From an optimization exercise on the open Yosys and OpenROAD flow, aimed at small area, a short achievable clock period and few clock cycles per item; shortcuts taken in it are not production practice.
In this exercise RTL edits were held to simulation tests only and were not proved equivalent to the original.

### flow/design.v
module kXor2 (input wire a, input wire b, output wire y);
	assign y = a ^ b;
endmodule
module kXnor2 (input wire a, input wire b, output wire y);
	assign y = ~(a ^ b);
endmodule
module kOrN (input wire a, input wire b, output wire y);
	assign y = a | ~b;
endmodule
module kChi (input wire a, input wire b, input wire c, output wire y);
	wire t;
	kOrN u1 (.a(b), .b(c), .y(t));
	kXnor2 u2 (.a(a), .b(t), .y(y));
endmodule
module keccakP (
	input  wire [1599:0] inData,
	input  wire [63:0]   inRc,
	output wire [1599:0] outData
);
function integer rhoOff(input integer i);
	case (i)
		0: rhoOff = 0;   1: rhoOff = 1;   2: rhoOff = 62;  3: rhoOff = 28;  4: rhoOff = 27;
		5: rhoOff = 36;  6: rhoOff = 44;  7: rhoOff = 6;   8: rhoOff = 55;  9: rhoOff = 20;
		10: rhoOff = 3;  11: rhoOff = 10; 12: rhoOff = 43; 13: rhoOff = 25; 14: rhoOff = 39;
		15: rhoOff = 41; 16: rhoOff = 45; 17: rhoOff = 15; 18: rhoOff = 21; 19: rhoOff = 8;
		20: rhoOff = 18; 21: rhoOff = 2;  22: rhoOff = 61; 23: rhoOff = 56; default: rhoOff = 14;
	endcase
endfunction
function isRcBit(input integer z);
	isRcBit = (z == 0) || (z == 1) || (z == 3) || (z == 7) || (z == 15) || (z == 31) || (z == 63);
endfunction
wire [63:0] c [0:4];
wire [63:0] d [0:4];
wire [63:0] b [0:24];
genvar x, y, z;
generate
	for (x = 0; x < 5; x = x + 1) begin : gc
		for (z = 0; z < 64; z = z + 1) begin : gz
			wire t1, t2, t3;
			if (x < 4) begin : gr
				kXor2 u1 (.a(inData[64*(x+10)+z]), .b(inData[64*(x+15)+z]), .y(t1));
				kXor2 u2 (.a(t1), .b(inData[64*(x+20)+z]), .y(t2));
				kXor2 u3 (.a(inData[64*x+z]), .b(inData[64*(x+5)+z]), .y(t3));
				kXor2 u4 (.a(t2), .b(t3), .y(c[x][z]));
			end else begin : gl
				kXor2 u1 (.a(inData[64*(x+5)+z]), .b(inData[64*(x+10)+z]), .y(t1));
				kXor2 u2 (.a(inData[64*(x+15)+z]), .b(inData[64*(x+20)+z]), .y(t2));
				kXor2 u3 (.a(t1), .b(t2), .y(t3));
				kXor2 u4 (.a(t3), .b(inData[64*x+z]), .y(c[x][z]));
			end
		end
	end
	for (x = 0; x < 5; x = x + 1) begin : gd
		for (z = 0; z < 64; z = z + 1) begin : gz
			kXor2 u (.a(c[(x+4)%5][z]), .b(c[(x+1)%5][(z+63)%64]), .y(d[x][z]));
		end
	end
	for (y = 0; y < 5; y = y + 1) begin : gby
		for (x = 0; x < 5; x = x + 1) begin : gbx
			for (z = 0; z < 64; z = z + 1) begin : gz
				kXor2 u (.a(inData[64*(x+5*y)+z]), .b(d[x][z]),
				         .y(b[y+5*((2*x+3*y)%5)][(z+rhoOff(x+5*y))%64]));
			end
		end
	end
	for (y = 0; y < 5; y = y + 1) begin : gcy
		for (x = 0; x < 5; x = x + 1) begin : gcx
			for (z = 0; z < 64; z = z + 1) begin : gz
				if (x == 0 && y == 0 && isRcBit(z)) begin : gi
					wire a;
					kXor2 ui (.a(b[0][z]), .b(inRc[z]), .y(a));
					kChi u (.a(a), .b(b[1][z]), .c(b[2][z]), .y(outData[z]));
				end else begin : gn
					kChi u (.a(b[x+5*y][z]), .b(b[(x+1)%5+5*y][z]), .c(b[(x+2)%5+5*y][z]),
					        .y(outData[64*(x+5*y)+z]));
				end
			end
		end
	end
endgenerate
endmodule
module Sha3512(
	input  wire         inClk,
	input  wire         inInit,
	input  wire         inDataWr,
	input  wire [575:0] inData,
	output wire [575:0] outData,
	output wire         outBusy
);
reg  [1599:0] regState;
reg           regBusy;
reg  [4:0]    regRound;
reg  [63:0]   rc;
wire [1599:0] roundOut;
always @(*) begin
	case (regRound)
		5'd0:  rc = 64'h0000000000000001;  5'd1:  rc = 64'h0000000000008082;
		5'd2:  rc = 64'h800000000000808A;  5'd3:  rc = 64'h8000000080008000;
		5'd4:  rc = 64'h000000000000808B;  5'd5:  rc = 64'h0000000080000001;
		5'd6:  rc = 64'h8000000080008081;  5'd7:  rc = 64'h8000000000008009;
		5'd8:  rc = 64'h000000000000008A;  5'd9:  rc = 64'h0000000000000088;
		5'd10: rc = 64'h0000000080008009;  5'd11: rc = 64'h000000008000000A;
		5'd12: rc = 64'h000000008000808B;  5'd13: rc = 64'h800000000000008B;
		5'd14: rc = 64'h8000000000008089;  5'd15: rc = 64'h8000000000008003;
		5'd16: rc = 64'h8000000000008002;  5'd17: rc = 64'h8000000000000080;
		5'd18: rc = 64'h000000000000800A;  5'd19: rc = 64'h800000008000000A;
		5'd20: rc = 64'h8000000080008081;  5'd21: rc = 64'h8000000000008080;
		5'd22: rc = 64'h0000000080000001;  default: rc = 64'h8000000080008008;
	endcase
end
wire selRound  = ~inInit & regBusy;
wire selHold   = ~inInit & ~regBusy;
wire selAbsorb = ~inInit & ~regBusy & inDataWr;
wire [1599:0] nextState;
genvar i;
generate
	for (i = 0; i < 576; i = i + 1) begin : gabs
		kNextAbs u (.r(roundOut[i]), .s(regState[i]), .d(inData[i]), .selR(selRound),
		            .selS(selHold), .selD(selAbsorb), .y(nextState[i]));
	end
	for (i = 576; i < 1600; i = i + 1) begin : gnext
		kNext u (.r(roundOut[i]), .s(regState[i]), .selR(selRound), .selS(selHold), .y(nextState[i]));
	end
endgenerate
keccakP keccakp (.inData(regState), .inRc(rc), .outData(roundOut));
always @(posedge inClk) begin
	regState <= nextState;
	if (inInit) begin
		regBusy  <= 1'b0;
		regRound <= 5'd0;
	end else if (regBusy) begin
		regBusy  <= (regRound != 5'd23);
		regRound <= (regRound == 5'd23) ? 5'd0 : regRound + 5'd1;
	end else if (inDataWr) begin
		regBusy  <= 1'b1;
	end
end
assign outData = {64'b0, regState[511:0]};
assign outBusy = regBusy;
endmodule
module kNextAbs (input wire r, input wire s, input wire d, input wire selR, input wire selS,
                 input wire selD, output wire y);
	assign y = (r & selR) | ((s & selS) ^ (d & selD));
endmodule
module kNext (input wire r, input wire s, input wire selR, input wire selS, output wire y);
	assign y = (r & selR) | (s & selS);
endmodule
### flow/run.sh
#!/bin/bash
# synth_recipe.tcl (not shown) runs the flow's synth.tcl, then flattens the netlist and writes it again
# the make line also repeats each setting of config.mk as NAME=value (left out here)
make -C /OpenROAD-flow-scripts/flow DESIGN_CONFIG=/design/flow/config.mk WORK_HOME=/design/flow/orfs CLKGATE_MAP_FILE= SYNTH_SCRIPT=/design/flow/synth_recipe.tcl finish
### flow/config.mk
export PLATFORM = sky130hd
export DESIGN_NAME = Sha3512
export DESIGN_NICKNAME = Sha3512
export VERILOG_FILES = /design/flow/design.v
export SDC_FILE = /design/flow/constraint.sdc
export NUM_CORES = 4
export LEC_CHECK = 0
export CAP_MARGIN = 15
export CORE_MARGIN = 2
export CORE_UTILIZATION = 50
export PLACE_DENSITY = 0.65
export SLEW_MARGIN = 15
export SYNTH_HIERARCHICAL = 1
export SYNTH_MINIMUM_KEEP_SIZE = 0
### flow/constraint.sdc
create_clock -name core_clock -period 5.0 [get_ports {inClk}]
set_input_delay 1.0000 -clock core_clock [delete_from_list [all_inputs] [get_ports {inClk}]]
set_output_delay 1.0000 -clock core_clock [all_outputs]
set_load 0.01 [all_outputs]
==> results.toml, run 1 <==
[floorplanning]
pin_count = 1156
fp.dieW_um = 477
num_rows = 173
dieArea_sq_mm = 0.228
die_y_um = 477
core_area_sq_mm = 0.223
start_util = 0.504

[timing]
worst_pin_slew_ns = 1.51
fin_skew_ns = 0.0399
fmax_mhz = 227
finalHoldViolations = 0
final.setup.tns_ns = 0
finalMaxSlewViolations = 8
finalSetupViolCount = 0
rsz0062_at_grt = "false"
timing.final.crit_period_ns = 4.40
worst_slack_ns = 0.596
timing.final.crit_share = 0.881
relSlewSlack = -0.00688

[setup_path]
cp_slowest_stage_delay_ns = 1.05
worstSetupPathType = "reg -> reg"
cp.arrival_ns = 5.17
regToRegStartpoint = "regState[1139]"
rr_endpoint = "regState[591]"
cpMostUsedCell = "xor2_1"
crit_slowest_cell = "xor2_1"
setup.worst_path.end_class = "flop"
cp_max_fo = 5
reg2reg_depth = 9
crit_path_start_kind = "flop"
reg2reg_slack_ns = 0.60
cp_cell_sequence = "xor2_1, xor2_1, xor2_1, xor2_1, xor2_1, buf_4, nand2b_1, xnor2_1, a22o_1"
critPathRequiredTime_ns = 5.77

[synthesis]
synth-seq-cells = 1613
yosysUniqueCellTypes = 51
async_flop_share = 0
syn_area_sq_mm = 0.112
synth_ff_type = "dfxtp_1"
synthTopCellsByArea = "dfxtp_1, xor2_1, xnor2_1"
yosysWarningCount = 8
avgSynthCellArea_sq_um = 8.90
netlist_instances = 12600
synth_top_area_frac = 0.288
seq_area_frac_synth = 0.288
synth-edff-count = 0
yosysTopAreaCell = "dfxtp_1"

[finish]
final_cells = 17300
layout-drive-gt1-share = 0.0846
syn_to_final_growth_pct = 22.1
nets = 14600

[worst_hold_path]
holdCritStartpoint = "regState[812]"
whs_path_depth = 1
hp-class = "reg -> reg"
min_to = "regState[812]"

[routing]
drc_errors = 0
wl_mm = 701
wl_per_cell_um = 40.6
drt_iter0_drc = 19300
postRouteAntennaNets = 0
routed-via-count = 107000
drt-vias-per-instance = 6.16
drtPass1Iterations = 9

[cts]
clock_sinks = 1613
cts_setup_buffers = 0
h-tree-depth = 4
clkSlewWorstSetupHoldPaths_ns = 0.06
cts_resized = 0
clk_path_buf_depth = 3
cts_tree = "built"
cts_hold_buf = 0
insertion_delay_ns = 0.90
numCtsBuffers = 190
cts_root_buf = "clkbuf_16"

[status]
status = "failed layout checks"
so.violations = "max-capacitance violations, max-slew violations"

[placed_design]
io_buffers = 1091
place_congestion = 1.23
dp_slack_ns = 0.715
hpwl_mm = 594
dp.cells = 16800

[grt]
grt_pass1_wl_mm = 899
first_global_vias = 96900
gr-total-overflow = 0
antenna_found_initial = 76
grt_max_degree = 166
grt_use_total = 0.590

[run]
max_cap_violations = 3
[logic make-up after synthesis]
| kind of cell | synth area share |
|---|---|
| other | 0.0000335 |
| buffers and inverters | 0.0395 |
| adders and majority gates | 0.000893 |
| xor gates and xnor gates | 0.421 |
| AOI/OAI and AO/OA | 0.0819 |
| and+or+nand+nor | 0.168 |
| muxes | 0.000458 |
| DFF | 0.288 |
[Yosys cell counts, types with 3 or more instances]
cell type  count
a22o_1      1024
a31oi_1        3
buf_4        577
buf_6          3
dfxtp_1     1613
ha_1           8
inv_1          3
nand2_1     2314
nand2b_1    1604
nor2_1         7
o211ai_1       6
xnor2_1     2178
xor2_1      3207
[how the worst max path moves through the flow]
stage                   startpoint             to  slack, ns  cells past startpoint
floorplan                   inInit    regState[0]     -19.13                      6
global placement    regState[1149]  regState[726]       0.32                      8
detailed placement          inInit  regState[287]       0.72                      8
CTS                  regState[891]  regState[771]       0.88                      8
global route         regState[891]  regState[591]       0.68                      8
finish              regState[1139]  regState[591]       0.60                      9
[through the flow]
stage	hold WS (ns)	utilization	area, sq um
finish	0.536	0.615	137000
global route	0.551	0.614	137000
CTS	0.537	0.612	136000
detailed placement	0.518	0.581	129000
global placement	0.516	0.581	129000
floorplan	0.503	-	112000
[routing by layer]
layer	GRT usage	part of all wire	vias up
met5	0.0231	0.00097	-
met4	0.597	0.13	26
met3	0.311	0.16	2656
met2	0.774	0.37	9629
met1	0.657	0.34	51600
li1	-	-	42600
[worst max-delay path: cells and delay by family (launching register included)]
family                 cells  cell delay (ns)
XOR/XNOR                   6             3.16
flip-flops                 1             0.45
buffers and inverters      1             0.28
AO/OA/AOI/OAI              1             0.26
AND/OR/NAND/NOR            1             0.13
[state kept, by name, indices dropped and copies added (netlist names)]
signal    flops
regRound      5
rc            7
regBusy       1
regState   1600
[placed cells by master (no fill, tap or decap), types with 2 or more instances in the layout]
master / Yosys / routed
ha_1: 8 / 8
diode_2: 0 / 93
clkinv_4: 1 / 6
xnor2_1: 2178 / 2177
o21ai_0: 2 / 2
o211ai_1: 6 / 6
clkbuf_8: 0 / 39
a22o_1: 1024 / 1024
dfxtp_1: 1613 / 1613
inv_2: 2 / 2
buf_4: 577 / 637
nor2_1: 7 / 6
xor2_2: 1 / 154
clkinvlp_4: 0 / 17
inv_1: 3 / 3
nand2b_1: 1604 / 1604
clkbuf_16: 0 / 197
a21o_1: 2 / 2
buf_12: 1 / 43
clkbuf_1: 0 / 25
mux2_4: 2 / 2
clkdlybuf4s50_1: 0 / 1091
bufinv_16: 0 / 30
clkinv_2: 1 / 38
nand3_1: 2 / 2
inv_6: 0 / 8
buf_6: 3 / 11
xor2_4: 0 / 12
conb_1: 1 / 64
a31oi_1: 3 / 3
nand2_1: 2314 / 2314
a21oi_1: 2 / 2
xor2_1: 3207 / 3042
[area by class of cell]
type | instances | area [sq um]
flip-flops and latches | 1613 | 32300
diodes | 93 | 233
multi-input cells | 10500 | 77000
well taps | 2975 | 3720
repair buffers | 1783 | 16700
fillers | 18700 | 85700
inverters | 7 | 32.5
clock inverters | 97 | 1330
clock buffers | 261 | 5560
[per-module statistics from Yosys (local to each module, per instance), excerpt]
module	area [sq um]	times used
kXnor2	8.76	1600
kNextAbs	23.8	576
Sha3512	37300	1
kXor2	8.76	3207
kNext	8.76	1024
kOrN	6.26	1600
Testbench counts, summed over its fixed seeds: cycles 12,417, blocks 489.
==> run 2: changes to the inputs <==
--- a/flow/config.mk
+++ b/flow/config.mk
@@ -5,10 +5,11 @@
 export SDC_FILE = /design/flow/constraint.sdc
 export NUM_CORES = 4
 export LEC_CHECK = 0
-export CAP_MARGIN = 15
+export CAP_MARGIN = 30
 export CORE_MARGIN = 2
 export CORE_UTILIZATION = 50
 export PLACE_DENSITY = 0.65
-export SLEW_MARGIN = 15
+export SETUP_SLACK_MARGIN = 2.0
+export SLEW_MARGIN = 30
 export SYNTH_HIERARCHICAL = 1
 export SYNTH_MINIMUM_KEEP_SIZE = 0
==> run 2 against run 1 <==
Net effect:
- now clean on timing, DRC and antenna
- critical path depth stayed put
- first-iteration DRC count is 1.8% lower
- hold slack better by 0.0012 ns
- sequential cell count stayed put
- clock skew is 0.0017 ns higher
- routed wire length is 3.4% higher
- sequential share of layout area is 3.4 points lower
- setup slack better by 1.0 ns
- non-clock buffer count is 583 higher
- fmax is 31% higher
- area after synthesis stayed put
- highest routed layer unchanged
==> results.toml, run 2 <==
[synthesis]
synth-seq-cells = 1613
avgSynthCellArea_sq_um = 8.90
netlist_instances = 12600
synthMuxAreaShare = 0.000458
synth-edff-count = 0
synth_compound_area_frac = 0.0819
synth_simple_gate_area_share = 0.168
yosysMostFrequentCell = "xor2_1"
yosysWarningCount = 8
synthTopCellsByCount = "xor2_1, nand2_1, xnor2_1"
seq_area_frac_synth = 0.288
async_flop_share = 0
synthAdderAreaFrac = 0.000893
synthTopCellsByArea = "dfxtp_1, xor2_1, xnor2_1"
synth_ff_type = "dfxtp_1"
synth_top_family_by_area = "XOR/XNOR gates"
yosysTopAreaCell = "dfxtp_1"
synth_top_area_frac = 0.288
yosys.area_share.xor_xnor = 0.421
yosysUniqueCellTypes = 51
syn_area_sq_mm = 0.112

[timing]
finalSetupViolCount = 0
finalMaxSlewViolations = 0
final.setup.tns_ns = 0
worst_pin_slew_ns = 1.19
fin_skew_ns = 0.0417
rsz0062_at_grt = "true"
worst_slack_ns = 1.63
timing.final.crit_share = 0.673
fmax_mhz = 297
timing.final.crit_period_ns = 3.37
finalHoldViolations = 0
relSlewSlack = 0.205

[cts]
h-tree-depth = 4
numCtsBuffers = 192
clk_path_buf_depth = 3
clock_sinks = 1613
insertion_delay_ns = 0.90
clkSlewWorstSetupHoldPaths_ns = 0.06
cts_tree = "built"
cts_root_buf = "clkbuf_16"

[finish]
multi_input_area_sq_mm = 0.0947
largest_reg_flops = 1600
register_area_sq_mm = 0.0327
top_register = "regState"
fillCellCount = 15400
stdcell_area_sq_mm = 0.162
final_cell_mix = "nand2_1, xnor2_1, xor2_1"
layout-drive-gt1-share = 0.231
nets = 15200
final_common_cell = "nand2_1"
syn_to_final_growth_pct = 44.5

[setup_path]
rr_endpoint = "regState[1163]"
cp_max_fo = 5
crit_path_end = "regState[1163]"
worstSetupPathType = "reg -> reg"
critPathRequiredTime_ns = 5.84
reg2reg_depth = 9
crit_path_start_kind = "flop"
reg2reg_slack_ns = 1.63
setup.worst_path.end_class = "flop"
crit_path_start = "regState[1107]"
cp.arrival_ns = 4.21
regToRegStartpoint = "regState[1107]"

[grt]
gr-total-overflow = 0
grt_use_total = 0.604
first_global_vias = 101000
antenna_found_initial = 66
grt_max_degree = 166
grt_pass1_wl_mm = 919

[routing]
drt-vias-per-instance = 6.21
drtPass1Iterations = 7
routed-via-count = 111000
drc_errors = 0
wl_per_cell_um = 40.7
drt_iter0_drc = 18900
wl_mm = 725
postRouteAntennaNets = 0

[floorplanning]
pin_count = 1156
dieArea_sq_mm = 0.228
die_y_um = 477
num_rows = 173
core_area_sq_mm = 0.223
fp.dieW_um = 477
start_util = 0.504

[placed_design]
place_congestion = 1.23
io_buffers = 1091
dp_slack_ns = 0.706
placed_cell_area_sq_mm = 0.130
hpwl_mm = 594

[status]
status = "finished clean"

[run]
max_cap_violations = 0

[worst_hold_path]
hp-class = "reg -> reg"
[run 2: layer usage]
layer,up-vias,part of all wire,track usage
li1,42700,-,-
met4,38,0.14,0.621
met2,10500,0.37,0.794
met3,3240,0.17,0.350
met5,-,0.0027,0.0328
met1,54100,0.32,0.650
[run 2: modules after synthesis (local to each module, per instance), a selection]
module / copies in the design / cells inside / cell area (sq um) / flip-flops and latches
kNextAbs: 576 / 5 / 23.8 / 0
kXor2: 3207 / 1 / 8.76 / 0
Sha3512: 1 / 2280 / 37300 / 1613
kNext: 1024 / 1 / 8.76 / 0
kXnor2: 1600 / 1 / 8.76 / 0
kOrN: 1600 / 1 / 6.26 / 0
[run 2: cells by family after synthesis]
family / count (synthesis)
buffers and inverters: 589
AOI/OAI and AO/OA: 1051
adders and majority gates: 8
DFF: 1613
and+or+nand+nor: 3939
xor gates and xnor gates: 5386
muxes: 4
other: 1
[run 2: critical path, cell delays in order, from the launching register on]
cell and delay, ns:
dfxtp_1 0.52, xor2_1 0.24, xor2_1 0.38, xor2_4 0.40, xor2_4 0.36, xor2_2 0.12, buf_4 0.21, nand2b_1 0.19
xnor2_2 0.63, a22o_1 0.24
[run 2: worst min path at each step]
stage                              start             end  slack (ns)  cells after the start
after floorplan           regState[1216]  regState[1216]        0.50                      1
after global placement     regState[652]   regState[652]        0.52                      1
after detailed placement  regState[1576]  regState[1576]        0.52                      1
after CTS                  regState[822]   regState[822]        0.54                      1
after global routing      regState[1278]  regState[1278]        0.55                      1
final                      regState[812]   regState[812]        0.54                      1
[run 2: stage by stage]
stage / hold slack, ns / std cells / util
after floorplan: 0.503 / 12700 / -
after global placement: 0.516 / 16800 / 0.581
after detailed placement: 0.520 / 16800 / 0.584
after CTS: 0.537 / 17400 / 0.683
after global routing: 0.554 / 17800 / 0.727
final: 0.537 / 17800 / 0.728
[run 2: area by class of cell]
cell class / count / area share
multi-input combinational: 10500 / 0.584
clock inverter: 86 / 0.00685
antenna: 49 / 0.000757
sequential: 1613 / 0.202
timing repair buffer: 2366 / 0.148
tap: 2975 / 0.0230
inverter: 7 / 0.000201
clock buffer: 264 / 0.0349
[run 2: timing repair]
action	CTS	global route
hold buffers	0	0
buffers inserted	183	409
resized for setup	1737	621
gates cloned	1	1
pin swaps	110	169
setup endpoints to repair	1676	1202
==> run 3: changes to the inputs <==
--- a/flow/config.mk
+++ b/flow/config.mk
@@ -9,7 +9,7 @@
 export CORE_MARGIN = 2
 export CORE_UTILIZATION = 50
 export PLACE_DENSITY = 0.65
-export SETUP_SLACK_MARGIN = 2.0
+export SETUP_SLACK_MARGIN = 1.0
 export SLEW_MARGIN = 30
 export SYNTH_HIERARCHICAL = 1
 export SYNTH_MINIMUM_KEEP_SIZE = 0
==> run 3 against run 2 <==
Net effect:
- still clean on timing, DRC and antenna
- utilization is 11 points lower
- cell count is 3.2% lower
- first-iteration DRC count is 5.2% lower
- register-to-register slack worse by 0.88 ns
- clock skew is 0.011 ns lower
- hold slack hardly changed
- via count is 3.9% lower
- critical path depth is 1 lower
- synthesized cell count stayed put
==> results.toml, run 3 <==
[timing]
finalSetupViolCount = 0
rsz0062_at_grt = "false"
relSlewSlack = 0.0537
final.setup.tns_ns = 0
timing.final.crit_share = 0.849
fin_skew_ns = 0.0304
fmax_mhz = 236
finalHoldViolations = 0
finalMaxSlewViolations = 0
timing.final.crit_period_ns = 4.24
worst_pin_slew_ns = 1.41

[routing]
postRouteAntennaNets = 0
maxUsedRoutingLayer = "met5"
drc_errors = 0
wl_met3_mm = 117
wl_mm = 703
routed-via-count = 106000
wl_per_cell_um = 40.7
met2_length_mm = 260
met1_length_mm = 234
drtPass1Iterations = 8
drt_iter0_drc = 17900
drt-vias-per-instance = 6.16

[placed_design]
place_congestion = 1.23
placed_cell_area_sq_mm = 0.130
io_buffers = 1091
hpwl_mm = 594

[setup_path]
cp.arrival_ns = 5.07
cp_max_fo = 5
crit_path_start_kind = "flop"
reg2reg_slack_ns = 0.76
setup.worst_path.end_class = "flop"
worstSetupPathType = "reg -> reg"
critPathRequiredTime_ns = 5.83

[finish]
multi_input_area_sq_mm = 0.0781
top_register = "regState"
final_cell_mix = "xor2_1, nand2_1, xnor2_1"
fillCellCount = 18600
register_area_sq_mm = 0.0323
stdcell_area_sq_mm = 0.138
nets = 14600
syn_to_final_growth_pct = 22.9
layout-drive-gt1-share = 0.0892
post-route-util = 0.619
largest_reg_flops = 1600
final_common_cell = "xor2_1"

[floorplanning]
num_rows = 173
core_area_sq_mm = 0.223
start_util = 0.504
dieArea_sq_mm = 0.228
die_y_um = 477
pin_count = 1156
fp.dieW_um = 477

[worst_hold_path]
hp-class = "reg -> reg"

[synthesis]
seq_area_frac_synth = 0.288
async_flop_share = 0
synth-edff-count = 0
synth_top_area_frac = 0.288
avgSynthCellArea_sq_um = 8.90
synth-seq-cells = 1613
synthTopCellsByCount = "xor2_1, nand2_1, xnor2_1"
yosysTopAreaCell = "dfxtp_1"
yosysUniqueCellTypes = 51
syn_area_sq_mm = 0.112
yosysMostFrequentCell = "xor2_1"
netlist_instances = 12600
yosysWarningCount = 8
synth_ff_type = "dfxtp_1"
synthTopCellsByArea = "dfxtp_1, xor2_1, xnor2_1"

[cts]
cts_root_buf = "clkbuf_16"
clock_sinks = 1613
cts_setup_buffers = 0
cts_resized = 1
insertion_delay_ns = 0.90
cts_hold_buf = 0
h-tree-depth = 4
cts_tree = "built"
clkSlewWorstSetupHoldPaths_ns = 0.06
clk_path_buf_depth = 3
numCtsBuffers = 192

[grt]
grt_max_degree = 166
first_global_vias = 97300
grt_pass1_wl_mm = 901
grt_use_total = 0.591
gr-total-overflow = 0
antenna_found_initial = 61

[run]
max_cap_violations = 0

[status]
status = "finished clean"
[run 3: cell counts after synthesis]
No cell type changed its count.
[run 3: worst max-delay path: stages (launching register included)]
cell	delay [ns]
dfxtp_1	0.39
xor2_1	0.19
xor2_1	0.19
xor2_1	0.76
xor2_1	0.53
xor2_1	0.96
nand2b_1	0.21
xnor2_1	0.70
a22o_1	0.25
[run 3: area by class of cell]
| type | instances | area share |
|---|---|---|
| Antenna cell | 78 | 0.00142 |
| Timing Repair Buffer | 1775 | 0.121 |
| Clock inverter | 86 | 0.00805 |
| Multi-Input combinational cell | 10500 | 0.567 |
| Clock buffer | 264 | 0.0410 |
| Inverter | 7 | 0.000236 |
| Sequential cell | 1613 | 0.234 |
| Tap cell | 2975 | 0.0270 |
[run 3: through the flow]
| stage | std cells | hold slack [ns] | setup WS, ns |
|---|---|---|---|
| 2_1_floorplan | 12700 | 0.503 | -19.13 |
| 3_3_place_gp | 16800 | 0.516 | 0.321 |
| 3_5_place_dp | 16800 | 0.520 | 0.706 |
| 4_1_cts | 17200 | 0.537 | 0.985 |
| 5_1_grt | 17200 | 0.553 | 1.01 |
| 6_report | 17300 | 0.537 | 0.757 |
[run 3: logic make-up (layout without fill, tap and decap cells)]
| logic type | count (synthesis) | after routing | share of synthesized area |
|---|---|---|---|
| compound gates | 1051 | 1051 | 0.0819 |
| simple gates | 3939 | 3939 | 0.168 |
| flops | 1613 | 1613 | 0.288 |
| xor+xnor | 5386 | 5386 | 0.421 |
| mux | 4 | 4 | 0.000458 |
| other cells | 1 | 142 | 0.0000335 |
| fa+ha+maj | 8 | 8 | 0.000893 |
| buf+inv | 589 | 2132 | 0.0395 |
[run 3: path summary, 6_finish.rpt]
kind | from | to | cells past startpoint
max reg2reg | regState[882] | regState[1026] | 8
max | regState[882] | regState[1026] | 8
min | regState[1370] | regState[1370] | 1
min reg2reg | regState[1370] | regState[1370] | 1
[run 3: per-layer routing]
layer | vias up | GRT usage
met4 | 22 | 0.603
met5 | - | 0.0284
li1 | 42500 | -
met1 | 51500 | 0.648
met3 | 2662 | 0.323
met2 | 9574 | 0.775
[run 3: Yosys stat by module, one instance, submodules excluded, a selection]
module / flip-flops and latches / copies in the design / cells inside / area [sq um]
Sha3512: 1613 / 1 / 2280 / 37300
kNextAbs: 0 / 576 / 5 / 23.8
kNext: 0 / 1024 / 1 / 8.76
kXnor2: 0 / 1600 / 1 / 8.76
kXor2: 0 / 3207 / 1 / 8.76
kOrN: 0 / 1600 / 1 / 6.26
==> run 4: changes to the inputs <==
--- a/flow/design.v
+++ b/flow/design.v
@@ -110,13 +110,12 @@
 end
 wire selRound  = ~inInit & regBusy;
 wire selHold   = ~inInit & ~regBusy;
-wire selAbsorb = ~inInit & ~regBusy & inDataWr;
 wire [1599:0] nextState;
 genvar i;
 generate
 	for (i = 0; i < 576; i = i + 1) begin : gabs
 		kNextAbs u (.r(roundOut[i]), .s(regState[i]), .d(inData[i]), .selR(selRound),
-		            .selS(selHold), .selD(selAbsorb), .y(nextState[i]));
+		            .selS(selHold), .wr(inDataWr), .y(nextState[i]));
 	end
 	for (i = 576; i < 1600; i = i + 1) begin : gnext
 		kNext u (.r(roundOut[i]), .s(regState[i]), .selR(selRound), .selS(selHold), .y(nextState[i]));
@@ -139,8 +138,13 @@
 assign outBusy = regBusy;
 endmodule
 module kNextAbs (input wire r, input wire s, input wire d, input wire selR, input wire selS,
-                 input wire selD, output wire y);
-	assign y = (r & selR) | ((s & selS) ^ (d & selD));
+                 input wire wr, output wire y);
+	wire t;
+	kAbsorb u1 (.s(s), .d(d), .en(wr), .y(t));
+	kNext u2 (.r(r), .s(t), .selR(selR), .selS(selS), .y(y));
+endmodule
+module kAbsorb (input wire s, input wire d, input wire en, output wire y);
+	assign y = s ^ (d & en);
 endmodule
 module kNext (input wire r, input wire s, input wire selR, input wire selS, output wire y);
 	assign y = (r & selR) | (s & selS);
--- a/flow/config.mk
+++ b/flow/config.mk
@@ -9,7 +9,7 @@
 export CORE_MARGIN = 2
 export CORE_UTILIZATION = 50
 export PLACE_DENSITY = 0.65
-export SETUP_SLACK_MARGIN = 1.0
+export SETUP_SLACK_MARGIN = 2.5
 export SLEW_MARGIN = 30
 export SYNTH_HIERARCHICAL = 1
 export SYNTH_MINIMUM_KEEP_SIZE = 0
==> run 4 against run 3 <==
Net effect:
- the flow now stops in global routing
- synthesized cell count down 9.2%
- area after synthesis down 1.3%
==> results.toml, run 4 <==
[status]
status = "aborted with a tool error"
stop_stage = "global routing"
toolErrorMsg = "[ERROR GRT-0116] Global routing finished with congestion. Check the congestion regions in the DRC Viewer."

[synthesis]
synthTopCellsByCount = "xor2_1, xnor2_1, dfxtp_1"
synth_ff_type = "dfxtp_1"
seq_area_frac_synth = 0.292
avgSynthCellArea_sq_um = 9.67
async_flop_share = 0
yosys.area_share.xor_xnor = 0.427
yosysMostFrequentCell = "xor2_1"
synth-edff-count = 0
synth_top_family_by_area = "XOR/XNOR gates"
synthAdderAreaFrac = 0.000905
netlist_instances = 11400
yosysWarningCount = 8
synth_compound_area_frac = 0.128
synth-seq-cells = 1613
yosysTopAreaCell = "dfxtp_1"
synth_simple_gate_area_share = 0.112
synth_top_area_frac = 0.292
yosysUniqueCellTypes = 43
syn_area_sq_mm = 0.111
synthTopCellsByArea = "dfxtp_1, xor2_1, xnor2_1"
synthMuxAreaShare = 0.000588

[grt]
grt_max_degree = 145
grt_pass1_wl_mm = 1290
first_global_vias = 140000
gr-total-overflow = 783
grt_use_total = 0.809

[cts]
clock_sinks = 1613
numCtsBuffers = 188
h-tree-depth = 4
clk_path_buf_depth = 3
cts_root_buf = "clkbuf_16"

[floorplanning]
num_rows = 172
die_y_um = 474
start_util = 0.503
fp.dieW_um = 474
pin_count = 1156

[placed_design]
io_buffers = 1091
place_congestion = 1.23
hpwl_mm = 585
run 4: kinds of logic after synthesis:
family,count (synthesis)
compound gates,1623
other cells,1
xor+xnor,5386
buf+inv,587
fa+ha+maj,8
flops,1613
simple gates,2210
mux,5
run 4: worst min path at each step:
stage | start | end | slack (ns) | depth (start not counted)
after CTS | regState[827] | regState[827] | 0.50 | 1
after detailed placement | regState[1106] | regState[1106] | 0.52 | 1
after global placement | regState[1106] | regState[1106] | 0.52 | 1
after floorplan | regState[1216] | regState[1216] | 0.50 | 1
run 4: Yosys stat by module (local to each module, per instance), excerpt:
module,cells inside,copies in the design,cell area [sq um],flops+latches
Sha3512,2274,1,37200,1613
kXor2,1,3207,8.76,0
kAbsorb,2,576,12.5,0
kOrN,1,1600,6.26,0
kXnor2,1,1600,8.76,0
kNext,1,1600,8.76,0
run 4: layer usage:
layer  overflow  GRT usage
met2        414      0.947
met4        360      0.803
met1          4      0.793
met5          2      0.436
met3          3      0.705
run 4: metrics by stage:
| step | cells | instance area [sq um] | setup slack (ns) | hold WS (ns) |
|---|---|---|---|---|
| CTS | 18300 | 196000 | 2.34 | 0.501 |
| detailed placement | 15600 | 128000 | 1.06 | 0.519 |
| floorplan | 11500 | 111000 | -14.11 | 0.502 |
| global placement | 15600 | 128000 | 0.710 | 0.517 |
run 4: what timing repair did:
item	4_1_cts
gates resized for setup	7843
endpoints found under the setup margin	2119
endpoints found under the hold margin	0
hold buffers	0
buffers inserted	2347
pin swaps	977
Testbench counts of run 4, summed over its fixed seeds: cycles 12,417, blocks 489.
==> run 5: changes to the inputs <==
==> flow/flow/run.sh (new file) <==
#!/bin/bash
# Standard ORFS layout, except that the port buffers are buf_2 cells rather
# than the delay buffers buffer_ports picks by default.
set -euo pipefail
export BUFFER_PORTS_ARGS="-buffer_cell sky130_fd_sc_hd__buf_2"
bash standard.sh > flow_make.log 2>&1
==> flow/standard.sh (new file) <==
#!/bin/bash
# synth_recipe.tcl (not shown) runs the flow's synth.tcl, then flattens the netlist and writes it again
# the make line also repeats each setting of config.mk as NAME=value (left out here)
make -C /OpenROAD-flow-scripts/flow DESIGN_CONFIG=/design/flow/config.mk WORK_HOME=/design/flow/orfs CLKGATE_MAP_FILE= SYNTH_SCRIPT=/design/flow/synth_recipe.tcl "${@:-finish}"
removed: flow/run.sh
==> run 5 against run 4 <==
Net effect:
- the flow again stops in global routing
- synthesized cell count unchanged
- area after synthesis stayed put
==> results.toml, run 5 <==
[synthesis]
synth-edff-count = 0
syn_area_sq_mm = 0.111
avgSynthCellArea_sq_um = 9.67
yosysTopAreaCell = "dfxtp_1"
yosysMostFrequentCell = "xor2_1"
yosysWarningCount = 8
seq_area_frac_synth = 0.292
async_flop_share = 0
synth_ff_type = "dfxtp_1"
yosysUniqueCellTypes = 43
synth_top_area_frac = 0.292
synthTopCellsByCount = "xor2_1, xnor2_1, dfxtp_1"
synth-seq-cells = 1613
synthTopCellsByArea = "dfxtp_1, xor2_1, xnor2_1"
netlist_instances = 11400

[placed_design]
place_congestion = 1.24
hpwl_mm = 590
dp.cells = 15600
io_buffers = 1091

[floorplanning]
die_y_um = 474
fp.dieW_um = 474
start_util = 0.503
pin_count = 1156
num_rows = 172

[cts]
h-tree-depth = 4
clk_path_buf_depth = 3
numCtsBuffers = 190
clock_sinks = 1613
cts_hold_buf = 0
cts_root_buf = "clkbuf_16"

[status]
status = "aborted with a tool error"
toolErrorMsg = "[ERROR GRT-0116] Global routing finished with congestion. Check the congestion regions in the DRC Viewer."
stop_stage = "global routing"

[grt]
gr-total-overflow = 294
first_global_vias = 130000
grt_max_degree = 182
grt_pass1_wl_mm = 1190
grt_use_total = 0.768
-- run 5: per-module statistics from Yosys (local to each module, per instance), a selection --
module   flops+latches  area [sq um]  cells inside
kNext                0          8.76             1
kXnor2               0          8.76             1
kXor2                0          8.76             1
Sha3512           1613         37200          2274
kOrN                 0          6.26             1
kAbsorb              0          12.5             2
-- run 5: timing repair --
item	4_1_cts
resized for setup	6290
setup buffers	1958
pin swaps	981
setup endpoints to repair	2037
-- run 5: worst max-delay path by stage --
| stage | from | to | slack, ns | cells after the start |
|---|---|---|---|---|
| after floorplan | inInit | regState[0] | -14.11 | 3 |
| after global placement | regState[1121] | regState[1177] | 0.72 | 9 |
| after detailed placement | regState[1121] | regState[1177] | 1.07 | 9 |
| after CTS | regState[801] | regState[1177] | 2.34 | 11 |
-- run 5: logic make-up after synthesis --
| logic type | Yosys count | share of synthesized area |
|---|---|---|
| compound gates | 1623 | 0.128 |
| fa+ha+maj | 8 | 0.000905 |
| flops | 1613 | 0.292 |
| other cells | 1 | 0.0000339 |
| xor+xnor | 5386 | 0.427 |
| buf+inv | 587 | 0.0397 |
| simple gates | 2210 | 0.112 |
| mux | 5 | 0.000588 |
-- run 5: metrics by stage --
stage                     setup WS, ns  hold slack, ns  instance area (sq um)
after floorplan                 -14.11           0.502                 111000
after global placement           0.720           0.517                 122000
after detailed placement          1.07           0.519                 123000
after CTS                         2.34           0.501                 191000
-- run 5: layer usage --
layer  global-route usage  GRT overflow
met1                0.766             1
met2                0.930           171
met3                0.616             2
met4                0.776           120
met5                0.287             0
==> run 6: changes to the inputs <==
--- a/flow/config.mk
+++ b/flow/config.mk
@@ -9,7 +9,7 @@
 export CORE_MARGIN = 2
 export CORE_UTILIZATION = 50
 export PLACE_DENSITY = 0.65
-export SETUP_SLACK_MARGIN = 2.5
+export SETUP_SLACK_MARGIN = 2.0
 export SLEW_MARGIN = 30
 export SYNTH_HIERARCHICAL = 1
 export SYNTH_MINIMUM_KEEP_SIZE = 0
==> run 6 against run 5 <==
Net effect:
- now clean on timing, DRC and antenna
- synthesized cell count stayed put
- area after synthesis stayed put
==> results.toml, run 6 <==
[status]
status = "finished clean"

[synthesis]
avgSynthCellArea_sq_um = 9.67
seq_area_frac_synth = 0.292
yosysMostFrequentCell = "xor2_1"
yosysWarningCount = 8
synth_ff_type = "dfxtp_1"
syn_area_sq_mm = 0.111
yosysTopAreaCell = "dfxtp_1"
synth_top_area_frac = 0.292
synthTopCellsByCount = "xor2_1, xnor2_1, dfxtp_1"
async_flop_share = 0
synthTopCellsByArea = "dfxtp_1, xor2_1, xnor2_1"
synth-seq-cells = 1613
yosysUniqueCellTypes = 43
synth-edff-count = 0
netlist_instances = 11400

[floorplanning]
pin_count = 1156
num_rows = 172
start_util = 0.503
dieArea_sq_mm = 0.225
core_area_sq_mm = 0.220
fp.dieW_um = 474
die_y_um = 474

[routing]
drc_errors = 0
postRouteAntennaNets = 0
drtPass1Iterations = 8
drt_iter0_drc = 17100
wl_mm = 717
routed-via-count = 106000
wl_per_cell_um = 42.9
drt-vias-per-instance = 6.36

[cts]
clk_path_buf_depth = 3
h-tree-depth = 4
clkSlewWorstSetupHoldPaths_ns = 0.06
insertion_delay_ns = 0.89
clock_sinks = 1613
cts_root_buf = "clkbuf_16"
cts_hold_buf = 0
cts_tree = "built"
numCtsBuffers = 190

[timing]
worst_pin_slew_ns = 1.03
finalHoldViolations = 0
final.setup.tns_ns = 0
finalMaxSlewViolations = 0
fin_skew_ns = 0.0415
rsz0062_at_grt = "true"
whs_ns = 0.501
timing.final.crit_share = 0.642
timing.final.crit_period_ns = 3.21
fmax_mhz = 311
relSlewSlack = 0.314
finalSetupViolCount = 0

[grt]
grt_pass1_wl_mm = 901
first_global_vias = 94900
grt_use_total = 0.609
antenna_found_initial = 80
gr-total-overflow = 0
grt_max_degree = 182
busiest_layer = "met2"
grt_use_met1 = 0.667
use_met2 = 0.802
met3_usage = 0.346

[setup_path]
crit_buf_inv = 3
cp_max_fo = 5
crit_family = "XOR/XNOR gates"
cp_slowest_stage_delay_ns = 0.65
setup.worst_path.end_class = "flop"
worstSetupPathType = "reg -> reg"
crit_slowest_cell = "xor2_4"
cp_cell_sequence = "xor2_1, xor2_1, xor2_2, buf_4, xor2_4, buf_12, buf_4, xor2_4, xnor2_1, a22o_1"
critPathRequiredTime_ns = 5.77
crit_path_start_kind = "flop"
cp.arrival_ns = 3.99

[finish]
final_cell_mix = "xnor2_1, xor2_1, nand2b_1"
nets = 14100
post-route-util = 0.706
final_common_cell = "xnor2_1"
stdcell_area_sq_mm = 0.155
syn_to_final_growth_pct = 40.3
largest_reg_flops = 1600
top_register = "regState"
layout-drive-gt1-share = 0.322
fillCellCount = 15900

[placed_design]
place_congestion = 1.24
hpwl_mm = 590
io_buffers = 1091
placed_cell_area_sq_mm = 0.123

[run]
max_cap_violations = 0

[worst_hold_path]
hp-class = "in -> reg"
[run 6: cell counts after synthesis]
No cell type changed its count.
[run 6: Yosys stat by module (local to each module, per instance), excerpt]
module | cells | copies in the design
kOrN | 1 | 1600
kXor2 | 1 | 3207
kNext | 1 | 1600
kAbsorb | 2 | 576
Sha3512 | 2274 | 1
kXnor2 | 1 | 1600
[run 6: tightest hold or removal path: stages]
cell     delay (ns)
buf_2          0.07
nand2_1        0.05
xnor2_1        0.13
a22o_1         0.11
[run 6: worst paths after layout]
kind / startpoint / to / slack [ns] / cells past startpoint
setup / recovery: regState[1132] / regState[328] / 1.79 / 10
hold / removal: inData[253] / regState[253] / 0.50 / 4
setup reg to reg: regState[1132] / regState[328] / 1.79 / 10
hold reg to reg: regState[1138] / regState[1138] / 0.54 / 1
[run 6: kinds of logic (layout without fill, tap and decap cells)]
family,after synthesis,in the layout,share of synthesized area
adders and majority gates,8,8,0.000905
DFF,1613,1613,0.292
AOI/OAI and AO/OA,1623,1623,0.128
other,1,130,0.0000339
xor gates and xnor gates,5386,5386,0.427
and+or+nand+nor,2210,2210,0.112
buffers and inverters,587,2763,0.0397
muxes,5,5,0.000588
[run 6: cell type report]
class / count / area (sq um) / share of cell area
clock inverters: 77 / 1130 / 0.00730
flip-flops and latches: 1613 / 32400 / 0.209
repair buffers: 2410 / 18600 / 0.120
clock buffers: 270 / 5640 / 0.0364
multi-input cells: 9296 / 93500 / 0.603
inverters: 6 / 25.0 / 0.000161
diodes: 66 / 165 / 0.00106
well taps: 2958 / 3700 / 0.0239
[run 6: layer usage]
| metal | wire [um] | vias to the layer above |
|---|---|---|
| li1 | - | 40500 |
| met1 | 230000 | 52200 |
| met2 | 268000 | 10300 |
| met3 | 123000 | 3074 |
| met4 | 93500 | 52 |
| met5 | 2150 | - |
[run 6: stage by stage]
stage	std cells	worst slack, ns
floorplan	11500	-14.11
global placement	15600	0.720
detailed placement	15600	1.07
CTS	16200	1.77
global route	16600	1.79
finish	16700	1.79
[run 6: what timing repair did]
item / in CTS / in global routing
resized for setup: 1622 / 507
pin swaps: 135 / 167
endpoints found under the setup margin: 1550 / 1233
hold endpoints to repair: 0 / 0
setup buffers: 248 / 422
==> run 7: changes to the inputs <==
--- a/flow/config.mk
+++ b/flow/config.mk
@@ -7,9 +7,9 @@
 export LEC_CHECK = 0
 export CAP_MARGIN = 30
 export CORE_MARGIN = 2
-export CORE_UTILIZATION = 50
-export PLACE_DENSITY = 0.65
-export SETUP_SLACK_MARGIN = 2.0
+export CORE_UTILIZATION = 45
+export PLACE_DENSITY = 0.6
+export SETUP_SLACK_MARGIN = 2.25
 export SLEW_MARGIN = 30
 export SYNTH_HIERARCHICAL = 1
 export SYNTH_MINIMUM_KEEP_SIZE = 0
==> run 7 against run 6 <==
Net effect:
- sequential cell count is the same
- routed wire length up 8.6%
- clock skew grew 0.019 ns
- die area increased by 11%
- hold slack got worse by 0.037 ns
- count of clock-buffer cells in the layout up 10
- cell count grew 6.4%
==> results.toml, run 7 <==
[setup_path]
setup.worst_path.end_class = "flop"
cp_max_fo = 4
crit_path_start = "regState[906]"
regToRegStartpoint = "regState[906]"
cp.arrival_ns = 3.86
worstSetupPathType = "reg -> reg"
critPathRequiredTime_ns = 5.80
crit_path_start_kind = "flop"

[timing]
rsz0062_at_grt = "true"
worst_pin_slew_ns = 1.22
finalSetupViolCount = 0
relSlewSlack = 0.187
fin_skew_ns = 0.0607
whs_ns = 0.464
timing.final.crit_period_ns = 3.06
finalMaxSlewViolations = 0
fmax_mhz = 327
final.setup.tns_ns = 0
timing.final.crit_share = 0.612
finalHoldViolations = 0

[synthesis]
netlist_instances = 11400
synth-seq-cells = 1613
synth-edff-count = 0
async_flop_share = 0
yosysMostFrequentCell = "xor2_1"
synth_top_area_frac = 0.292
yosysUniqueCellTypes = 43
syn_area_sq_mm = 0.111
synthTopCellsByArea = "dfxtp_1, xor2_1, xnor2_1"
avgSynthCellArea_sq_um = 9.67
yosysWarningCount = 8
synthTopCellsByCount = "xor2_1, xnor2_1, dfxtp_1"
seq_area_frac_synth = 0.292
synth_ff_type = "dfxtp_1"
yosysTopAreaCell = "dfxtp_1"

[routing]
wl_mm = 778
drtPass1Iterations = 9
drt_iter0_drc = 18000
wl_per_cell_um = 43.8
drc_errors = 0
postRouteAntennaNets = 0
drt-vias-per-instance = 6.24
routed-via-count = 111000

[cts]
clkSlewWorstSetupHoldPaths_ns = 0.07
insertion_delay_ns = 0.94
cts_tree = "built"
numCtsBuffers = 198
cts_hold_buf = 0
cts_root_buf = "clkbuf_16"
clock_sinks = 1613
h-tree-depth = 4
clk_path_buf_depth = 3

[floorplanning]
num_rows = 181
die_y_um = 500
core_area_sq_mm = 0.244
dieArea_sq_mm = 0.250
start_util = 0.454
pin_count = 1156
fp.dieW_um = 500

[finish]
largest_reg_flops = 1600
final_cell_mix = "xnor2_1, a22o_1, nand2b_1"
stdcell_area_sq_mm = 0.177
nets = 14900
layout-drive-gt1-share = 0.462
final_cells = 17800
top_register = "regState"
final_common_cell = "xnor2_1"
syn_to_final_growth_pct = 60.1

[placed_design]
placed_cell_area_sq_mm = 0.124
hpwl_mm = 627
place_congestion = 1.18
io_buffers = 1091
dp.cells = 16000

[grt]
gr-total-overflow = 0
antenna_found_initial = 58
first_global_vias = 101000
grt_max_degree = 149
grt_pass1_wl_mm = 972
grt_use_total = 0.591

[worst_hold_path]
hp-class = "in -> reg"
holdCritStartpoint = "inData[91]"

[run]
max_cap_violations = 0

[status]
status = "finished clean"
## run 7: cell counts after synthesis
Identical to the previous run, type by type.
## run 7: path summary, 6_finish.rpt
check | endpoint | slack (ns) | cells past startpoint
worst max-delay path | regState[860] | 1.94 | 10
worst min-delay path | regState[91] | 0.46 | 4
worst max register to register | regState[860] | 1.94 | 10
worst min register to register | regState[1144] | 0.51 | 1
## run 7: layout make-up
class	count	area [sq um]
antenna	79	198
clock buffer	280	5790
clock inverter	83	1100
fill	16300	66700
inverter	6	25.0
multi-input combinational	9296	103000
sequential	1613	33600
tap	3202	4010
timing repair buffer	3198	28900
## run 7: critical path, cell delays in order, from the launching register on
cell and delay [ns]:
dfxtp_2 0.42, xor2_1 0.30, xor2_1 0.28, xor2_2 0.20, buf_4 0.17, xor2_4 0.25, buf_4 0.18, xor2_2 0.55
nand2b_1 0.23, xnor2_1 0.11, a22o_1 0.25
## run 7: logic make-up after synthesis
logic type,synth area share
xor gates and xnor gates,0.427
and+or+nand+nor,0.112
AOI/OAI and AO/OA,0.128
DFF,0.292
buffers and inverters,0.0397
adders and majority gates,0.000905
muxes,0.000588
other,0.0000339
## run 7: layer usage
| metal | global-route usage | wire length, um | vias to the layer above |
|---|---|---|---|
| li1 | - | - | 41600 |
| met1 | 0.658 | 249000 | 55000 |
| met2 | 0.775 | 291000 | 10600 |
| met3 | 0.307 | 129000 | 3513 |
| met4 | 0.608 | 107000 | 36 |
| met5 | 0.0243 | 1980 | - |
## run 7: per-stage QoR
step	setup slack, ns	util
finish	1.94	0.726
global route	1.93	0.726
CTS	2.11	0.670
detailed placement	1.10	0.510
global placement	0.774	0.507
floorplan	-14.11	-
## run 7: what timing repair did
item / in CTS / in global routing
pin swaps: 370 / 276
setup endpoints to repair: 1637 / 1526
gates resized for setup: 2709 / 1729
buffers inserted: 928 / 389
## run 7: Yosys stat by module (local to each module, per instance), a selection
module   area (sq um)  cells inside  times used
Sha3512         37200          2274           1
kOrN             6.26             1        1600
kXor2            8.76             1        3207
kXnor2           8.76             1        1600
kAbsorb          12.5             2         576
kNext            8.76             1        1600
==> run 8: changes to the inputs <==
--- a/flow/design.v
+++ b/flow/design.v
@@ -7,10 +7,33 @@
 module kOrN (input wire a, input wire b, output wire y);
 	assign y = a | ~b;
 endmodule
-module kChi (input wire a, input wire b, input wire c, output wire y);
-	wire t;
-	kOrN u1 (.a(b), .b(c), .y(t));
-	kXnor2 u2 (.a(a), .b(t), .y(y));
+module kNand2 (input wire a, input wire b, output wire y);
+	assign y = ~(a & b);
+endmodule
+module kNor2 (input wire a, input wire b, output wire y);
+	assign y = ~(a | b);
+endmodule
+module kChi #(parameter PA = 0, parameter PB = 0, parameter PC = 0) (
+	input wire a, input wire b, input wire c, output wire y
+);
+	wire g;  
+	localparam GI = (PB == 0 && PC == 1) ? 0 : 1;
+	generate
+		if (PB == 1 && PC == 0) begin : gnand
+			kNand2 u1 (.a(b), .b(c), .y(g));
+		end else if (PB == 0 && PC == 1) begin : gnor
+			kNor2 u1 (.a(b), .b(c), .y(g));
+		end else if (PB == 0) begin : gorn0
+			kOrN u1 (.a(b), .b(c), .y(g));
+		end else begin : gorn1
+			kOrN u1 (.a(c), .b(b), .y(g));
+		end
+		if ((PA ^ GI) == 0) begin : gx
+			kXor2 u2 (.a(a), .b(g), .y(y));
+		end else begin : gxn
+			kXnor2 u2 (.a(a), .b(g), .y(y));
+		end
+	endgenerate
 endmodule
 module keccakP (
 	input  wire [1599:0] inData,
@@ -25,6 +48,9 @@
 		15: rhoOff = 41; 16: rhoOff = 45; 17: rhoOff = 15; 18: rhoOff = 21; 19: rhoOff = 8;
 		20: rhoOff = 18; 21: rhoOff = 2;  22: rhoOff = 61; 23: rhoOff = 56; default: rhoOff = 14;
 	endcase
+endfunction
+function integer inv(input integer xx);
+	inv = (xx == 1 || xx == 3 || xx == 4) ? 1 : 0;
 endfunction
 function isRcBit(input integer z);
 	isRcBit = (z == 0) || (z == 1) || (z == 3) || (z == 7) || (z == 15) || (z == 31) || (z == 63);
@@ -58,8 +84,13 @@
 	for (y = 0; y < 5; y = y + 1) begin : gby
 		for (x = 0; x < 5; x = x + 1) begin : gbx
 			for (z = 0; z < 64; z = z + 1) begin : gz
-				kXor2 u (.a(inData[64*(x+5*y)+z]), .b(d[x][z]),
-				         .y(b[y+5*((2*x+3*y)%5)][(z+rhoOff(x+5*y))%64]));
+				if (inv(y)) begin : gn
+					kXnor2 u (.a(inData[64*(x+5*y)+z]), .b(d[x][z]),
+					          .y(b[y+5*((2*x+3*y)%5)][(z+rhoOff(x+5*y))%64]));
+				end else begin : gp
+					kXor2 u (.a(inData[64*(x+5*y)+z]), .b(d[x][z]),
+					         .y(b[y+5*((2*x+3*y)%5)][(z+rhoOff(x+5*y))%64]));
+				end
 			end
 		end
 	end
@@ -69,10 +100,12 @@
 				if (x == 0 && y == 0 && isRcBit(z)) begin : gi
 					wire a;
 					kXor2 ui (.a(b[0][z]), .b(inRc[z]), .y(a));
-					kChi u (.a(a), .b(b[1][z]), .c(b[2][z]), .y(outData[z]));
+					kChi #(.PA(inv(0)), .PB(inv(1)), .PC(inv(2)))
+						u (.a(a), .b(b[1][z]), .c(b[2][z]), .y(outData[z]));
 				end else begin : gn
-					kChi u (.a(b[x+5*y][z]), .b(b[(x+1)%5+5*y][z]), .c(b[(x+2)%5+5*y][z]),
-					        .y(outData[64*(x+5*y)+z]));
+					kChi #(.PA(inv(x)), .PB(inv((x+1)%5)), .PC(inv((x+2)%5)))
+						u (.a(b[x+5*y][z]), .b(b[(x+1)%5+5*y][z]), .c(b[(x+2)%5+5*y][z]),
+						   .y(outData[64*(x+5*y)+z]));
 				end
 			end
 		end
--- a/flow/config.mk
+++ b/flow/config.mk
@@ -7,9 +7,9 @@
 export LEC_CHECK = 0
 export CAP_MARGIN = 30
 export CORE_MARGIN = 2
-export CORE_UTILIZATION = 45
-export PLACE_DENSITY = 0.6
-export SETUP_SLACK_MARGIN = 2.25
+export CORE_UTILIZATION = 50
+export PLACE_DENSITY = 0.65
+export SETUP_SLACK_MARGIN = 2.0
 export SLEW_MARGIN = 30
 export SYNTH_HIERARCHICAL = 1
 export SYNTH_MINIMUM_KEEP_SIZE = 0
==> run 8 against run 7 <==
Net effect:
- die area is 13% lower
- via count is 4.3% lower
- register-to-register slack worse by 0.23 ns
- still clean on timing, DRC and antenna
- utilization is 1.7 points lower
- clock skew is 0.016 ns lower
- non-clock buffer count is 931 lower
- first-iteration DRC count is 2.3% lower
- fmax is 6.9% lower
- global-route usage is 1.9 points higher
==> results.toml, run 8 <==
[synthesis]
synth_ff_type = "dfxtp_1"
yosysUniqueCellTypes = 43
seq_area_frac_synth = 0.301
avgSynthCellArea_sq_um = 9.39
yosysTopAreaCell = "dfxtp_1"
synth-seq-cells = 1613
synthTopCellsByCount = "xnor2_1, xor2_1, dfxtp_1"
syn_area_sq_mm = 0.107
netlist_instances = 11400
synth_top_area_frac = 0.301
synthTopCellsByArea = "dfxtp_1, xnor2_1, xor2_1"
synth-edff-count = 0
yosysMostFrequentCell = "xnor2_1"
yosysWarningCount = 8
async_flop_share = 0

[placed_design]
place_congestion = 1.22
hpwl_mm = 573
dp.cells = 15400
io_buffers = 1091

[cts]
h-tree-depth = 4
clock_sinks = 1613
cts_root_buf = "clkbuf_16"
clk_path_buf_depth = 3
numCtsBuffers = 188
clkSlewWorstSetupHoldPaths_ns = 0.06
insertion_delay_ns = 0.91
cts_tree = "built"

[timing]
worst_pin_slew_ns = 1.09
finalHoldViolations = 0
timing.final.crit_share = 0.657
fmax_mhz = 304
finalSetupViolCount = 0
timing.final.crit_period_ns = 3.29
relSlewSlack = 0.276
final.setup.tns_ns = 0
rsz0062_at_grt = "true"
finalMaxSlewViolations = 0
fin_skew_ns = 0.0450

[routing]
wl_per_cell_um = 42.6
drt-vias-per-instance = 6.46
drt_iter0_drc = 17500
drc_errors = 0
routed-via-count = 106000
drtPass1Iterations = 10
wl_mm = 699
postRouteAntennaNets = 0

[run]
max_cap_violations = 0

[setup_path]
cp_cell_sequence = "xor2_1, xor2_1, xor2_2, xor2_1, buf_4, xnor2_4, nor2_1, xnor2_1, a22o_1"
cp_slowest_stage_delay_ns = 0.84
crit_path_start_kind = "flop"
cp_max_fo = 5
worst-path-stages = 9
crit_family = "XOR/XNOR gates"
crit_buf_inv = 1
setup.worst_path.end_class = "flop"
worstSetupPathType = "reg -> reg"
critPathRequiredTime_ns = 5.76
reg2reg_depth = 9
cpMostUsedCell = "xor2_1"
cp.arrival_ns = 4.05
crit_slowest_cell = "xnor2_4"

[finish]
top_register = "regState"
post-route-util = 0.710
nets = 14000
syn_to_final_growth_pct = 41.4
layout-drive-gt1-share = 0.318
multi_input_area_sq_mm = 0.0917
register_area_sq_mm = 0.0324
final_cell_mix = "xnor2_1, a22o_1, dfxtp_1"
final_cells = 16400
final_common_cell = "xnor2_1"
fillCellCount = 15400
largest_reg_flops = 1600

[grt]
grt_pass1_wl_mm = 879
gr-total-overflow = 0
grt_max_degree = 183
grt_use_total = 0.610
first_global_vias = 93000
antenna_found_initial = 46

[status]
status = "finished clean"

[worst_hold_path]
whs_path_depth = 2
hp-class = "in -> reg"

[floorplanning]
start_util = 0.502
pin_count = 1156
num_rows = 170
dieArea_sq_mm = 0.218
fp.dieW_um = 467
die_y_um = 467
core_area_sq_mm = 0.214
-- run 8: changes by cell type in the layout (fill, tap and decap cells not counted), sizes merged, moves of 7 or more --
cell,before,now
nor2,7,647
nand2,586,1226
nand2b,1603,323
clkbuf,280,273
xnor2,2178,2818
clkinv,41,33
buf,3198,2267
diode,79,54
xor2,3208,2568
-- run 8: kinds of logic after synthesis --
family                   count (synthesis)  synth area share
AO/OA/AOI/OAI                         1623             0.132
XOR/XNOR                              5386             0.439
adder cells (fa/ha/maj)                  8          0.000932
buffers and inverters                  587            0.0408
flip-flops                            1613             0.301
multiplexers                             5          0.000606
other                                    1         0.0000349
AND/OR/NAND/NOR                       2210            0.0852
-- run 8: through the flow --
stage	hold WS [ns]	instance area [sq um]	setup WS [ns]
finish	0.486	152000	1.71
CTS	0.458	142000	1.76
global placement	0.517	118000	0.724
detailed placement	0.520	120000	1.07
floorplan	0.503	108000	-14.11
global route	0.520	152000	1.72
-- run 8: what timing repair did --
| item | CTS | global route |
|---|---|---|
| pin swaps | 122 | 211 |
| buffers inserted | 187 | 452 |
| gates cloned | 0 | 0 |
| resized for setup | 1553 | 560 |
| endpoints found under the setup margin | 1537 | 1234 |
| hold buffers | 0 | 0 |
-- run 8: per-module statistics from Yosys, one instance, submodules excluded, excerpt --
module,flip-flops and latches,times used
kNext,0,1600
kXor2,0,2567
kXnor2,0,2240
kNor2,0,640
kAbsorb,0,576
Sha3512,1613,1
-- run 8: path summary, 6_finish.rpt --
path,from,end,slack (ns)
worst min register to register,regState[577],regState[577],0.54
worst max-delay path,regState[1098],regState[1537],1.71
worst min-delay path,inInit,regRound[1],0.49
worst max register to register,regState[1098],regState[1537],1.71
-- run 8: cell type report --
| type | count | area share |
|---|---|---|
| Antenna cell | 54 | 0.000890 |
| Clock buffer | 273 | 0.0364 |
| Clock inverter | 68 | 0.00612 |
| Inverter | 6 | 0.000165 |
| Multi-Input combinational cell | 9296 | 0.604 |
| Sequential cell | 1613 | 0.213 |
| Tap cell | 2838 | 0.0234 |
| Timing Repair Buffer | 2267 | 0.116 |
-- run 8: per-layer routing --
metal  track usage  vias to the layer above  wire, um
met5        0.0613                        -      2540
met4         0.616                       34     92900
met3         0.352                     3188    121000
met2         0.794                    10300    260000
met1         0.665                    51900    224000
li1              -                    40600         -
Testbench counts of run 8, summed over its fixed seeds: cycles 12,417, blocks 489.

## port drivers added, routing unchanged
How much do the figures lean on ideal ports? The routed layouts below were timed once more, with nothing changed but the port constraints.
Step 1 (the two cells are an assumption about what drives the block):
set clk [get_ports {inClk}]
set_driving_cell -lib_cell sky130_fd_sc_hd__clkbuf_16 $clk
set_driving_cell -lib_cell sky130_fd_sc_hd__buf_2 [delete_from_list [all_inputs] $clk]
Step 2 adds t to the input delays and takes it off the output delays; t is the mean of the earliest and latest rising clock arrival at the registers after step 1. Input paths then give back, and output paths get back, about the clock's delay inside the block.
a / b / c = no drivers / after step 1 / after step 2; a / b = the first two.
| run | t (ns) | slack for setup (ns) | hold WS [ns] | worst setup path after step 2 | worst register clock-pin slew, ns |
|---|---|---|---|---|---|
| run 1 | 0.992 | 0.596 / 0.596 / 0.518 | 0.536 / 0.536 / 0.536 | input to register | 0.07 / 0.07 |
| run 2 | 1.004 | 1.633 / 1.633 / 1.325 | 0.537 / 0.537 / 0.537 | input to register | 0.07 / 0.07 |
| run 3 | 0.997 | 0.757 / 0.757 / 0.350 | 0.537 / 0.537 / 0.537 | input to register | 0.07 / 0.07 |
| run 6 | 0.986 | 1.788 / 1.788 / 1.720 | 0.501 / 0.406 / 0.538 | input to register | 0.07 / 0.07 |
| run 7 | 1.035 | 1.939 / 1.939 / 1.534 | 0.464 / 0.366 / 0.509 | input to register | 0.07 / 0.07 |
| run 8 | 1.003 | 1.713 / 1.713 / 1.602 | 0.486 / 0.395 / 0.541 | input to register | 0.07 / 0.07 |
The setup slack of run 3, which loses most, moves by 0.000 ns with the drivers and by -0.407 ns with both steps.
